This is an optimization exercise on Yosys and OpenROAD, whose aim is small area, not a production implementation.
The RTL was checked by simulation tests, not by an equivalence proof against the original design.
Power figures rest on the tool's default switching activity, not on a simulated workload.

## job 7891
## top_ps2
module top_ps2(input wire clk, input wire rst, input wire ps2_clk, input wire ps2_data,
           output wire ascii_new, output wire [6:0] ascii_code);
Settings: LEC_CHECK=0, ABC_AREA=1, CAP_MARGIN=20, CORE_MARGIN=2, CORE_UTILIZATION=40, CTS_BUF_LIST=sky130_fd_sc_hd__clkbuf_8, CTS_CLUSTER_DIAMETER=500, CTS_CLUSTER_SIZE=60, PLACE_DENSITY=0.6, SLEW_MARGIN=20; clock period 20.0 ns.
run.sh (not shown) runs the stock make flow with config.mk's settings and CLKGATE_MAP_FILE= SYNTH_SCRIPT=/design/flow/synth_recipe.tcl, a recipe that flattens the netlist after the stock synthesis.
Job 7891 did not stop at any stage, and its layout met the timing, DRC and antenna checks.
--- input diff job 7891..job 8693 ---
# job 7891
export LEC_CHECK = 0
export ABC_AREA = 1
export CAP_MARGIN = 20
export CORE_MARGIN = 2
export CORE_UTILIZATION = 40
export CTS_BUF_LIST = sky130_fd_sc_hd__clkbuf_8
export CTS_CLUSTER_DIAMETER = 500
export CTS_CLUSTER_SIZE = 60
export PLACE_DENSITY = 0.6
export SLEW_MARGIN = 20
create_clock -name core_clock -period 20.0 [get_ports {clk}]
# job 8693
export LEC_CHECK = 0
export ABC_AREA = 1
export CAP_MARGIN = 20
export CORE_MARGIN = 2
export CORE_UTILIZATION = 40
export CTS_BUF_LIST = sky130_fd_sc_hd__clkbuf_16
export CTS_CLUSTER_DIAMETER = 500
export CTS_CLUSTER_SIZE = 60
export PLACE_DENSITY = 0.6
export SLEW_MARGIN = 20
create_clock -name core_clock -period 20.0 [get_ports {clk}]
Diff job 7891 -> job 8693: routed wire length rose 0.87%; time the final worst path needs with I/O delays and setup up 0.0058 ns.
Worst slack on hold paths delta (job 7891 -> job 8693): insignificant
Compared job 8693 against job 7891; clock transition at the registers of the reported paths within noise.
Summary — summed area of non-filler cells in the final layout, job 8693 relative to job 7891: higher, by 100 um^2.
From job 8693 to job 7891, mean instance size in the synthesized netlist did not move at all.
What job 5391 does differently from job 8693 at the input level:
# job 8693
export LEC_CHECK = 0
export ABC_AREA = 1
export CAP_MARGIN = 20
export CORE_MARGIN = 2
export CORE_UTILIZATION = 40
export CTS_BUF_LIST = sky130_fd_sc_hd__clkbuf_16
export CTS_CLUSTER_DIAMETER = 500
export CTS_CLUSTER_SIZE = 60
export PLACE_DENSITY = 0.6
export SLEW_MARGIN = 20
create_clock -name core_clock -period 20.0 [get_ports {clk}]
# job 5391
export LEC_CHECK = 0
export ABC_AREA = 1
export CAP_MARGIN = 20
export CORE_MARGIN = 2
export CORE_UTILIZATION = 40
export CTS_BUF_LIST = sky130_fd_sc_hd__clkbuf_4 sky130_fd_sc_hd__clkbuf_2
export CTS_CLUSTER_DIAMETER = 100
export CTS_CLUSTER_SIZE = 30
export PLACE_DENSITY = 0.6
export SLEW_MARGIN = 20
create_clock -name core_clock -period 20.0 [get_ports {clk}]
### Flow results
- Looking at job 8693 and job 5391, the synthesized cell count is a wash.
- Job 5391: smallest setup slack after layout is 0.076 ns lower than what job 8693 reported.
- Job 5391 vs. job 8693: achievable clock frequency went down; fraction of the mapped netlist area in compound gates stayed essentially flat; first-pass GRT wire length fell by 120 um; final instance area has decreased.
- Of the two values seen for largest power group, clock was produced by job 8693 and registers by job 5391.
- In job 5391, global-route met3 utilization is higher than in job 8693.
Input-level comparison between job 8248 and job 5391:
# job 5391
export LEC_CHECK = 0
export ABC_AREA = 1
export CAP_MARGIN = 20
export CORE_MARGIN = 2
export CORE_UTILIZATION = 40
export CTS_BUF_LIST = sky130_fd_sc_hd__clkbuf_4 sky130_fd_sc_hd__clkbuf_2
export CTS_CLUSTER_DIAMETER = 100
export CTS_CLUSTER_SIZE = 30
export PLACE_DENSITY = 0.6
export SLEW_MARGIN = 20
create_clock -name core_clock -period 20.0 [get_ports {clk}]
# job 8248
export LEC_CHECK = 0
export ABC_AREA = 1
export CAP_MARGIN = 20
export CORE_MARGIN = 2
export CORE_UTILIZATION = 40
export PLACE_DENSITY = 0.6
export SLEW_MARGIN = 20
create_clock -name core_clock -period 20.0 [get_ports {clk}]
==> flow/flow/run.sh (new file) <==
#!/bin/bash
# Own layout flow: the standard synthesis, then the combinational logic between the
# (unchanged) registers is mapped again with an area-oriented ABC script, then the standard flow's
# standard layout steps from that netlist on. Each tool's output goes to its own log here.
set -euo pipefail
W=$(pwd)
F=$W/flow
R=$W/orfs/results/$FLOW_PLATFORM/top_ps2/base
LIB=$FLOW_HOME/platforms/$FLOW_PLATFORM/lib/sky130_fd_sc_hd__tt_025C_1v80.lib
YOSYS=$FLOW_HOME/../tools/install/yosys/bin/yosys
[ -x "$YOSYS" ] || YOSYS=yosys

bash standard.sh "$R/1_2_yosys.v" > synth_standard.log 2>&1
cp "$R/1_2_yosys.v" netlist_standard.v

# 2. map the logic between the registers again (registers kept as black boxes)
DONT_USE=$(sed -n '/DONT_USE_CELLS += /,/^#/p' "$FLOW_HOME/platforms/$FLOW_PLATFORM/config.mk" \
  | grep -o 'sky130_fd_sc_hd__[a-z0-9_]*' | sed 's/^/-dont_use /' | tr '\n' ' ')
cat > remap.ys <<EOY
read_liberty -ignore_miss_func $LIB
read_verilog netlist_standard.v
hierarchy -top $FLOW_TOP
blackbox sky130_fd_sc_hd__dfxtp_1
flatten
opt -purge
abc -liberty $LIB $DONT_USE -script $F/remap.abc
opt_clean -purge
splitnets
opt_clean -purge
hilomap -singleton -hicell sky130_fd_sc_hd__conb_1 HI -locell sky130_fd_sc_hd__conb_1 LO
insbuf -buf sky130_fd_sc_hd__buf_4 A X
stat -liberty $LIB
write_verilog -noattr -nohex -nodec netlist_remapped.v
EOY
"$YOSYS" -l remap.log -q -s remap.ys
cp netlist_remapped.v "$R/1_2_yosys.v"
touch "$R/1_2_yosys.v"

# 3. the standard layout steps on the remapped netlist
source "$F/layout_env.sh"
bash standard.sh finish > layout.log 2>&1
==> flow/flow/layout_env.sh (new file) <==
# extra settings for the layout steps (none)
==> flow/flow/remap.abc (new file) <==
strash
dch -f
amap
topo
stime -c
==> flow/standard.sh (new file) <==
#!/bin/bash
# synth_recipe.tcl (not shown) runs the flow's synth.tcl, then flattens the netlist and writes it again
# the make line also repeats each setting of config.mk as NAME=value (left out here)
make -C /OpenROAD-flow-scripts/flow DESIGN_CONFIG=/design/flow/config.mk WORK_HOME=/design/flow/orfs CLKGATE_MAP_FILE= SYNTH_SCRIPT=/design/flow/synth_recipe.tcl "${@:-finish}"
removed: flow/run.sh
--- outcome ---
Compared with job 5391, job 8248 shows a higher part of the power in the clock network.
Job 8248 vs job 5391, proportion of layout cells with a drive suffix above 1 went down by 4.8 points.
Between job 5391 and job 8248, the flow reports post-detailed-route wirelength per cell increasing by more than 10%.
Job 8248 closes out successfully: all stages finished, all timing, DRC and antenna checks passed.
The following lists how job 7737 was set up differently from job 8248:
==> flow/run.sh (new file) <==
#!/bin/bash
# synth_recipe.tcl (not shown) runs the flow's synth.tcl, then flattens the netlist and writes it again
# the make line also repeats each setting of config.mk as NAME=value (left out here)
make -C /OpenROAD-flow-scripts/flow DESIGN_CONFIG=/design/flow/config.mk WORK_HOME=/design/flow/orfs CLKGATE_MAP_FILE= SYNTH_SCRIPT=/design/flow/synth_recipe.tcl finish
removed: flow/flow/run.sh
removed: flow/flow/layout_env.sh
removed: flow/flow/remap.abc
removed: flow/standard.sh
==> comparison <==
- Compared with job 8248, job 7737 improves worst-case setup margin in the final layout.
- Job 7737 vs job 8248: clock network power down by more than 10%
- The number of top-level pins was comparable across job 8248 and job 7737.
- Total global routing track utilization delta for job 7737 relative to job 8248: 1.8 points lower
- Job 7737 gives less time the worst path needs with I/O delays and setup than job 8248 did.
- Against job 8248, die area in job 7737 rose by more than 10%.
- Measured against each other, job 8248 and job 7737 differ in overall die height, the higher figure coming from job 7737.
- Per the comparison of job 7737 with job 8248, share of total power in combinational logic picked up an extra 1.5 points; switching portion of total power rose 3.4 points; gate count after technology mapping shows an increase of 115; area after synthesis moved up.

-- static timing again, ports no longer ideal --
The results above use ideal ports. As a check the final layouts listed here were re-extracted and re-timed, cells and wires unchanged.
Step 1 (the two cells are an assumption about what drives the block):
set clk [get_ports {clk}]
set_driving_cell -lib_cell sky130_fd_sc_hd__clkbuf_16 $clk
set_driving_cell -lib_cell sky130_fd_sc_hd__buf_2 [delete_from_list [all_inputs] $clk]
Step 2 also shifts input and output timing later by t, the mid clock arrival at the registers, as if the neighbouring blocks saw the same clock.
a / b / c = ideal / step 1 / step 2; a / b = the first two.
| run | t, ns | setup slack, ns | worst data-port slew with drivers (ns) |
|---|---|---|---|
| job 7891 | 0.368 | 12.637 / 12.607 / 12.975 | 0.03 |
| job 8693 | 0.352 | 12.631 / 12.597 / 12.949 | 0.03 |
| job 5391 | 0.429 | 12.555 / 12.529 / 12.959 | 0.03 |
| job 8248 | 0.359 | 11.302 / 11.274 / 11.633 | 0.03 |
| job 7737 | 0.368 | 12.637 / 12.607 / 12.975 | 0.03 |
After both steps setup and hold are still met in every run listed.
